Context: an optimization exercise on an open-source flow, tuned for small area and a short achievable clock period. The choices shown serve that exercise and are no tape-out recipe. Where RTL was checked, it was by simulation tests only, not by an equivalence proof against the original. No driver is modelled on the clock port, so clock power and skew are understated where the tree is cut down; a real chip needs a root buffer or a tree. Power is estimated from default activity; no workload was simulated.

==> job 5167 <==
Design Multiplier_32bit, start of the top module:
module Multiplier_32bit(
    input  logic        clk,
    input  logic        rst,
    input  logic [31:0] in0,   
    input  logic [31:0] in1,   
    output logic        done,
    output logic [63:0] result
);
    logic [31:0] a_q, b_q;
    logic [2:0]  done_q;
    always_ff @(posedge clk) begin
        a_q <= in0;
        b_q <= in1;
    end
    always_ff @(posedge clk, negedge rst) begin
        if (~rst) done_q <= 3'b000;
        else      done_q <= {done_q[1:0], 1'b1};
    end
    assign done = done_q[2];
    logic [15:0] one, two, neg;
    logic [32:0] bx;
    assign bx = {b_q, 1'b0};
    genvar gi;
    generate
        for (gi = 0; gi < 16; gi = gi + 1) begin : enc
            assign one[gi] = bx[2*gi+1] ^ bx[2*gi];
            assign two[gi] = (bx[2*gi+2] ^ bx[2*gi+1]) & ~(bx[2*gi+1] ^ bx[2*gi]);
            assign neg[gi] = bx[2*gi+2];
        end
    endgenerate
    logic [33:0] ax;
    assign ax = {a_q[31], a_q, 1'b0};
    logic [32:0] pp0;
    assign pp0 = ((ax[33:1] & {33{one[0]}}) | (ax[32:0] & {33{two[0]}})) ^ {33{neg[0]}};
    logic [32:0] pp1;
    assign pp1 = ((ax[33:1] & {33{one[1]}}) | (ax[32:0] & {33{two[1]}})) ^ {33{neg[1]}};
    logic [32:0] pp2;
    assign pp2 = ((ax[33:1] & {33{one[2]}}) | (ax[32:0] & {33{two[2]}})) ^ {33{neg[2]}};
    logic [32:0] pp3;
    assign pp3 = ((ax[33:1] & {33{one[3]}}) | (ax[32:0] & {33{two[3]}})) ^ {33{neg[3]}};
    logic [32:0] pp4;
    assign pp4 = ((ax[33:1] & {33{one[4]}}) | (ax[32:0] & {33{two[4]}})) ^ {33{neg[4]}};
    logic [32:0] pp5;
    assign pp5 = ((ax[33:1] & {33{one[5]}}) | (ax[32:0] & {33{two[5]}})) ^ {33{neg[5]}};
    logic [32:0] pp6;
    assign pp6 = ((ax[33:1] & {33{one[6]}}) | (ax[32:0] & {33{two[6]}})) ^ {33{neg[6]}};
    logic [32:0] pp7;
    assign pp7 = ((ax[33:1] & {33{one[7]}}) | (ax[32:0] & {33{two[7]}})) ^ {33{neg[7]}};
    logic [32:0] pp8;
    assign pp8 = ((ax[33:1] & {33{one[8]}}) | (ax[32:0] & {33{two[8]}})) ^ {33{neg[8]}};
    logic [32:0] pp9;
    assign pp9 = ((ax[33:1] & {33{one[9]}}) | (ax[32:0] & {33{two[9]}})) ^ {33{neg[9]}};
    logic [32:0] pp10;
    assign pp10 = ((ax[33:1] & {33{one[10]}}) | (ax[32:0] & {33{two[10]}})) ^ {33{neg[10]}};
    logic [32:0] pp11;
    assign pp11 = ((ax[33:1] & {33{one[11]}}) | (ax[32:0] & {33{two[11]}})) ^ {33{neg[11]}};
    logic [32:0] pp12;
  ...
Settings: LEC_CHECK=0, ABC_AREA=1, CAP_MARGIN=20, CORE_MARGIN=2, CORE_UTILIZATION=40, PLACE_DENSITY=0.6, SLEW_MARGIN=20, SYNTH_HIERARCHICAL=1; clock period 28.0 ns.
run.sh (not shown) runs the stock make flow with config.mk's settings and CLKGATE_MAP_FILE= SYNTH_SCRIPT=/design/flow/synth_recipe.tcl, a recipe that flattens the netlist after the stock synthesis.
==> job 5976: changes against job 5167 <==
==> flow/flow/run.sh (new file) <==
#!/bin/bash
set -euo pipefail
export BUFFER_PORTS_ARGS="-buffer_cell sky130_fd_sc_hd__buf_2"
bash standard.sh > standard_flow.log 2>&1
==> flow/standard.sh (new file) <==
#!/bin/bash
# synth_recipe.tcl (not shown) runs the flow's synth.tcl, then flattens the netlist and writes it again
# the make line also repeats each setting of config.mk as NAME=value (left out here)
make -C /OpenROAD-flow-scripts/flow DESIGN_CONFIG=/design/flow/config.mk WORK_HOME=/design/flow/orfs CLKGATE_MAP_FILE= SYNTH_SCRIPT=/design/flow/synth_recipe.tcl "${@:-finish}"
removed: flow/run.sh
==> summary.txt <==
In job 5976 the first-iteration DRC count is higher than in job 5167, by 1.9%. In synthesized area, job 5976 and job 5167 do not differ. Sequential cell count is the same in job 5167 and job 5976. In critical path depth, job 5167 and job 5976 do not differ. Between job 5167 and job 5976, the lower clock skew is in job 5976 (gap 0.014 ns). Of job 5167 and job 5976, job 5167 has the higher power (gap 3.1%, measured against job 5976). Combinational power: job 5976 is lower than job 5167 (about 4%).
No functional check of the RTL was part of any run of this note.

========
==> trial 12: inputs <==
Multiplier_32bit, a different RTL version from the one above (not shown whole).
Settings: LEC_CHECK=0, ABC_AREA=1, CAP_MARGIN=20, CORE_MARGIN=2, CORE_UTILIZATION=60, CTS_CLUSTER_DIAMETER=80, CTS_CLUSTER_SIZE=25, PLACE_DENSITY=0.75, SLEW_MARGIN=20, SYNTH_HIERARCHICAL=1; clock period 28.0 ns.
standard.sh (not shown) runs the stock make flow with config.mk's settings and CLKGATE_MAP_FILE= SYNTH_SCRIPT=/design/flow/synth_recipe.tcl, a recipe that flattens the netlist after the stock synthesis.
==> flow/flow/run.sh <==
#!/bin/bash
# The standard layout with two changes:
#  - the port buffers are plain buf_2 cells (BUFFER_PORTS_ARGS);
#  - after CTS, flow/clock_tree.tcl (ORFS's POST_CTS_TCL hook) replaces the
#    clock tree with a shallow two-level tree of clkbuf_16 cells.
# ORFS writes each step's log under orfs/logs; make's own output goes to
# standard_flow.log here.
set -euo pipefail
export BUFFER_PORTS_ARGS="-buffer_cell sky130_fd_sc_hd__buf_2"
export POST_CTS_TCL="$PWD/flow/clock_tree.tcl"
bash standard.sh > standard_flow.log 2>&1
==> flow/flow/clock_tree.tcl <==

proc ct_cluster {pts NX NY} {
  set n [llength $pts]
  set byx [lsort -real -index 1 $pts]
  set groups {}
  for {set cx 0} {$cx < $NX} {incr cx} {
    set a [expr {int(round(double($cx)*$n/$NX))}]
    set b [expr {int(round(double($cx+1)*$n/$NX))-1}]
    set col [lsort -real -index 2 [lrange $byx $a $b]]
    set m [llength $col]
    for {set cy 0} {$cy < $NY} {incr cy} {
      set a2 [expr {int(round(double($cy)*$m/$NY))}]
      set b2 [expr {int(round(double($cy+1)*$m/$NY))-1}]
      set g [lrange $col $a2 $b2]
      if {[llength $g]} { lappend groups $g }
    }
  }
  return $groups
}

proc ct_centroid {g} {
  set sx 0.0; set sy 0.0
  foreach p $g { set sx [expr {$sx + [lindex $p 1]}]; set sy [expr {$sy + [lindex $p 2]}] }
  return [list [expr {$sx/[llength $g]}] [expr {$sy/[llength $g]}]]
}

proc ct_rebuild {NX NY MX MY leafcell rootcell} {
  set block [ord::get_db_block]
  set db [ord::get_db]
  set dbu [$block getDbUnitsPerMicron]
  set clknet [$block findNet clk]

  # collect the clock tree cells and the flip-flop clock pins below the port
  set tree_insts {}
  set tree_nets {}
  set sinks {}
  set todo [list $clknet]
  while {[llength $todo]} {
    set net [lindex $todo 0]
    set todo [lrange $todo 1 end]
    foreach it [$net getITerms] {
      if {![$it isInputSignal]} continue
      set inst [$it getInst]
      set master [$inst getMaster]
      if {[$master isSequential]} {
        lappend sinks $it
      } else {
        lappend tree_insts $inst
        foreach ot [$inst getITerms] {
          if {[$ot isOutputSignal] && [$ot getNet] ne "NULL"} {
            lappend tree_nets [$ot getNet]
            lappend todo [$ot getNet]
          }
        }
      }
    }
  }
  puts "clock tree: removing [llength $tree_insts] cells, [llength $tree_nets] nets; [llength $sinks] flip-flops"
  foreach it $sinks { $it disconnect }
  foreach inst $tree_insts { odb::dbInst_destroy $inst }
  foreach net $tree_nets { odb::dbNet_destroy $net }

  set pts {}
  foreach it $sinks {
    set b [[$it getInst] getBBox]
    lappend pts [list $it [expr {([$b xMin]+[$b xMax])/2.0/$dbu}] [expr {([$b yMin]+[$b yMax])/2.0/$dbu}]]
  }
  set leaves {}
  set i 0
  foreach g [ct_cluster $pts $NX $NY] {
    lassign [ct_centroid $g] cx cy
    set inst [odb::dbInst_create $block [$db findMaster $leafcell] "clktree_leaf_$i"]
    set net [odb::dbNet_create $block "clktree_leaf_net_$i"]
    $net setSigType CLOCK
    [$inst findITerm X] connect $net
    foreach p $g { [lindex $p 0] connect $net }
    $inst setLocation [expr {int($cx*$dbu)}] [expr {int($cy*$dbu)}]
    $inst setPlacementStatus PLACED
    lappend leaves [list $inst $cx $cy]
    puts "clock leaf $i: [llength $g] flip-flops at [format %.1f $cx] [format %.1f $cy]"
    incr i
  }
  set j 0
  foreach g [ct_cluster $leaves $MX $MY] {
    lassign [ct_centroid $g] cx cy
    set inst [odb::dbInst_create $block [$db findMaster $rootcell] "clktree_root_$j"]
    set net [odb::dbNet_create $block "clktree_root_net_$j"]
    $net setSigType CLOCK
    [$inst findITerm A] connect $clknet
    [$inst findITerm X] connect $net
    foreach p $g { [[lindex $p 0] findITerm A] connect $net }
    $inst setLocation [expr {int($cx*$dbu)}] [expr {int($cy*$dbu)}]
    $inst setPlacementStatus PLACED
    puts "clock root $j: [llength $g] leaves at [format %.1f $cx] [format %.1f $cy]"
    incr j
  }
}

ct_rebuild 4 4 2 2 sky130_fd_sc_hd__clkbuf_16 sky130_fd_sc_hd__clkbuf_16
detailed_placement
check_placement -verbose
estimate_parasitics -placement
report_clock_latency
==> build 88: changes against trial 12 <==
==> flow/flow/run.sh (replaced) <==
#!/bin/bash
set -euo pipefail
export BUFFER_PORTS_ARGS="-buffer_cell sky130_fd_sc_hd__buf_2"
bash standard.sh > standard_flow.log 2>&1
--- a/flow/config.mk
+++ b/flow/config.mk
@@ -8,9 +8,8 @@
 export ABC_AREA = 1
-export CAP_MARGIN = 20
+export CAP_MARGIN = 0
 export CORE_MARGIN = 2
-export CORE_UTILIZATION = 60
-export CTS_CLUSTER_DIAMETER = 80
-export CTS_CLUSTER_SIZE = 25
-export PLACE_DENSITY = 0.75
-export SLEW_MARGIN = 20
+export CORE_UTILIZATION = 40
+export GPL_TIMING_DRIVEN = 0
+export PLACE_DENSITY = 0.6
+export SLEW_MARGIN = 0
 export SYNTH_HIERARCHICAL = 1
removed: flow/flow/clock_tree.tcl
==> build 31: changes against trial 12 <==
==> flow/flow/run.sh (replaced) <==
#!/bin/bash
set -euo pipefail
export BUFFER_PORTS_ARGS="-buffer_cell sky130_fd_sc_hd__buf_2"
bash standard.sh > standard_flow.log 2>&1
--- a/flow/config.mk
+++ b/flow/config.mk
@@ -10,6 +10,6 @@
 export CORE_MARGIN = 2
-export CORE_UTILIZATION = 60
+export CORE_UTILIZATION = 55
 export CTS_CLUSTER_DIAMETER = 80
-export CTS_CLUSTER_SIZE = 25
-export PLACE_DENSITY = 0.75
+export CTS_CLUSTER_SIZE = 30
+export PLACE_DENSITY = 0.65
 export SLEW_MARGIN = 20
removed: flow/flow/clock_tree.tcl
==> comparison table <==
	build 88	trial 12	build 31
FF-to-FF path depth	12	11	12
Antenna diode instance count	1	0	1
Met1 capacity usage during global routing	0.427	0.449	0.424
Share of layout cells above drive strength 1	0.0948	0.111	0.114
Number of rows in the core area	94	76	80
Initial core utilization	0.403	0.610	0.555
Wire length on met3	9.91 mm	11.6 mm	10.1 mm
Area after DPL	0.0281 mm2	0.0274 mm2	0.0275 mm2
Number of clock-tree buffers in the layout	34	-	18
Non-Filler Instances	3660	3163	3206
Die X-Extent	261 um	214 um	223 um
Placed cell count	3609	3143	3172
Layout net count	3408	3214	3212
Data arrival at the endpoint of the critical path	1070 ps	800 ps	1050 ps
Share of the clock period used by the worst path after layout	0.238	0.228	0.237
Worst Hold Margin	350 ps	349 ps	352 ps
Detail Placement HPWL	88.9 mm	53.2 mm	54.3 mm
Status	complete, no violations	complete, no violations	complete, no violations
The clock cells of trial 12 come from the design's own scripts or RTL, not from TritonCTS.

========
==> inputs of run A <==
Another version of the RTL of Multiplier_32bit (not shown whole).
==> flow/config.mk <==
export PLATFORM = sky130hd
export DESIGN_NAME = Multiplier_32bit
export DESIGN_NICKNAME = Multiplier_32bit
export VERILOG_FILES = /design/flow/design.v
export SDC_FILE = /design/flow/constraint.sdc
export NUM_CORES = 4
export LEC_CHECK = 0
export ABC_AREA = 1
export CAP_MARGIN = 20
export CORE_MARGIN = 2
export CORE_UTILIZATION = 60
export CTS_CLUSTER_DIAMETER = 80
export CTS_CLUSTER_SIZE = 25
export PLACE_DENSITY = 0.75
export SLEW_MARGIN = 20
export SYNTH_HIERARCHICAL = 1
==> flow/constraint.sdc <==
create_clock -name core_clock -period 28.0 [get_ports {clk}]
set_input_delay 5.6000 -clock core_clock [delete_from_list [all_inputs] [get_ports {clk}]]
set_output_delay 5.6000 -clock core_clock [all_outputs]
set_load 0.01 [all_outputs]
==> flow/flow/run.sh <==
#!/bin/bash
# The standard layout with two changes:
#  - the port buffers are plain buf_2 cells (BUFFER_PORTS_ARGS);
#  - after CTS, flow/clock_tree.tcl (ORFS's POST_CTS_TCL hook) replaces the
#    clock tree with a shallow two-level tree of inv_16 cells, and makes
#    the input ports' buffers buf_1.
# ORFS writes each step's log under orfs/logs; make's own output goes to
# standard_flow.log here.
set -euo pipefail
export BUFFER_PORTS_ARGS="-buffer_cell sky130_fd_sc_hd__buf_2"
export POST_CTS_TCL="$PWD/flow/clock_tree.tcl"
bash standard.sh > standard_flow.log 2>&1
==> flow/flow/clock_tree.tcl <==

proc ct_cluster {pts NX NY} {
  set n [llength $pts]
  set byx [lsort -real -index 1 $pts]
  set groups {}
  for {set cx 0} {$cx < $NX} {incr cx} {
    set a [expr {int(round(double($cx)*$n/$NX))}]
    set b [expr {int(round(double($cx+1)*$n/$NX))-1}]
    set col [lsort -real -index 2 [lrange $byx $a $b]]
    set m [llength $col]
    for {set cy 0} {$cy < $NY} {incr cy} {
      set a2 [expr {int(round(double($cy)*$m/$NY))}]
      set b2 [expr {int(round(double($cy+1)*$m/$NY))-1}]
      set g [lrange $col $a2 $b2]
      if {[llength $g]} { lappend groups $g }
    }
  }
  return $groups
}

proc ct_centroid {g} {
  set sx 0.0; set sy 0.0
  foreach p $g { set sx [expr {$sx + [lindex $p 1]}]; set sy [expr {$sy + [lindex $p 2]}] }
  return [list [expr {$sx/[llength $g]}] [expr {$sy/[llength $g]}]]
}

proc ct_out {inst} {
  set m [$inst getMaster]
  foreach mt [$m getMTerms] {
    if {[$mt getIoType] eq "OUTPUT"} { return [$mt getName] }
  }
}

proc ct_rebuild {NX NY MX MY leafcell rootcell} {
  set block [ord::get_db_block]
  set db [ord::get_db]
  set dbu [$block getDbUnitsPerMicron]
  set clknet [$block findNet clk]

  # collect the clock tree cells and the flip-flop clock pins below the port
  set tree_insts {}
  set tree_nets {}
  set sinks {}
  set todo [list $clknet]
  while {[llength $todo]} {
    set net [lindex $todo 0]
    set todo [lrange $todo 1 end]
    foreach it [$net getITerms] {
      if {![$it isInputSignal]} continue
      set inst [$it getInst]
      set master [$inst getMaster]
      if {[$master isSequential]} {
        lappend sinks $it
      } else {
        lappend tree_insts $inst
        foreach ot [$inst getITerms] {
          if {[$ot isOutputSignal] && [$ot getNet] ne "NULL"} {
            lappend tree_nets [$ot getNet]
            lappend todo [$ot getNet]
          }
        }
      }
    }
  }
  puts "clock tree: removing [llength $tree_insts] cells, [llength $tree_nets] nets; [llength $sinks] flip-flops"
  foreach it $sinks { $it disconnect }
  foreach inst $tree_insts { odb::dbInst_destroy $inst }
  foreach net $tree_nets { odb::dbNet_destroy $net }

  set pts {}
  foreach it $sinks {
    set b [[$it getInst] getBBox]
    lappend pts [list $it [expr {([$b xMin]+[$b xMax])/2.0/$dbu}] [expr {([$b yMin]+[$b yMax])/2.0/$dbu}]]
  }
  set leaves {}
  set i 0
  foreach g [ct_cluster $pts $NX $NY] {
    lassign [ct_centroid $g] cx cy
    set inst [odb::dbInst_create $block [$db findMaster $leafcell] "clktree_leaf_$i"]
    set net [odb::dbNet_create $block "clktree_leaf_net_$i"]
    $net setSigType CLOCK
    [$inst findITerm [ct_out $inst]] connect $net
    foreach p $g { [lindex $p 0] connect $net }
    $inst setLocation [expr {int($cx*$dbu)}] [expr {int($cy*$dbu)}]
    $inst setPlacementStatus PLACED
    lappend leaves [list $inst $cx $cy]
    puts "clock leaf $i: [llength $g] flip-flops at [format %.1f $cx] [format %.1f $cy]"
    incr i
  }
  set j 0
  foreach g [ct_cluster $leaves $MX $MY] {
    lassign [ct_centroid $g] cx cy
    set inst [odb::dbInst_create $block [$db findMaster $rootcell] "clktree_root_$j"]
    set net [odb::dbNet_create $block "clktree_root_net_$j"]
    $net setSigType CLOCK
    [$inst findITerm A] connect $clknet
    [$inst findITerm [ct_out $inst]] connect $net
    foreach p $g { [[lindex $p 0] findITerm A] connect $net }
    $inst setLocation [expr {int($cx*$dbu)}] [expr {int($cy*$dbu)}]
    $inst setPlacementStatus PLACED
    puts "clock root $j: [llength $g] leaves at [format %.1f $cx] [format %.1f $cy]"
    incr j
  }
}

ct_rebuild 3 4 2 2 sky130_fd_sc_hd__inv_16 sky130_fd_sc_hd__inv_16

# The input ports' buffers only feed flip-flops here, so the smallest buffer does.
set n_in 0
foreach port [get_ports -filter "direction==input"] {
  set pname [get_full_name $port]
  if {$pname eq "clk"} continue
  foreach pin [get_pins -of_objects [get_nets -of_objects $port] -filter "direction==input"] {
    set inst [get_cells -of_objects $pin]
    if {[get_property $inst ref_name] eq "sky130_fd_sc_hd__buf_2"} {
      replace_cell $inst sky130_fd_sc_hd__buf_1
      incr n_in
    }
  }
}
puts "input port buffers made buf_1: $n_in"
detailed_placement
check_placement -verbose
estimate_parasitics -placement
report_clock_latency
==> run P (differences from run A) <==
--- a/flow/flow/clock_tree.tcl
+++ b/flow/flow/clock_tree.tcl
@@ -107,13 +107,12 @@
 
 # The input ports' buffers only feed flip-flops here, so the smallest buffer does.
 set n_in 0
-foreach port [get_ports -filter "direction==input"] {
-  set pname [get_full_name $port]
-  if {$pname eq "clk"} continue
-  foreach pin [get_pins -of_objects [get_nets -of_objects $port] -filter "direction==input"] {
-    set inst [get_cells -of_objects $pin]
-    if {[get_property $inst ref_name] eq "sky130_fd_sc_hd__buf_2"} {
-      replace_cell $inst sky130_fd_sc_hd__buf_1
+foreach bt [[ord::get_db_block] getBTerms] {
+  if {[$bt getIoType] ne "INPUT" || [$bt getName] eq "clk"} continue
+  foreach it [[$bt getNet] getITerms] {
+    set inst [$it getInst]
+    if {[[$inst getMaster] getName] eq "sky130_fd_sc_hd__buf_2"} {
+      replace_cell [get_cells [$inst getName]] sky130_fd_sc_hd__buf_1
       incr n_in
     }
   }
Settings changed: CORE_UTILIZATION 60 to 50, PLACE_DENSITY 0.75 to 0.65.
==> summary of the runs <==
Run P finished clean. Run A never finished: it broke off in clock tree synthesis (4_1_cts), error STA-0100. Synthesized area is the same in run P and run A. In synthesized cell count, run P and run A do not differ.
In run P the design's own scripts or RTL, not TritonCTS, make the clock network.

afterwards: timing with drivers on the ports:
The results above use ideal ports. As a check the final layouts listed here were re-extracted and re-timed, cells and wires unchanged. Step 1, drivers: a clkbuf_16 drives clk and a buf_2 each remaining input, both assumed. Step 2 adds t to the input delays and takes it off the output delays; t is the mean of the earliest and latest rising clock arrival at the registers after step 1. Input paths then give back, and output paths get back, about the clock's delay inside the block. a / b / c = ideal ports / drivers / drivers and shift; a / b = the first two.
run | t (ns) | slack for setup (ns) | pins driven straight from the clock port
job 5167 | 0.695 | 20.904 / 20.839 / 21.534 | 1
job 5976 | 0.649 | 21.342 / 21.278 / 21.927 | 1
trial 12 | 0.449 | 21.603 / 21.470 / 21.918 | 4
build 88 | 0.655 | 21.327 / 21.263 / 21.829 | 1
build 31 | 0.625 | 21.352 / 21.294 / 21.918 | 1
run P | 0.369 | 21.773 / 21.536 / 21.905 | 4
After both steps every run listed still meets setup and hold.
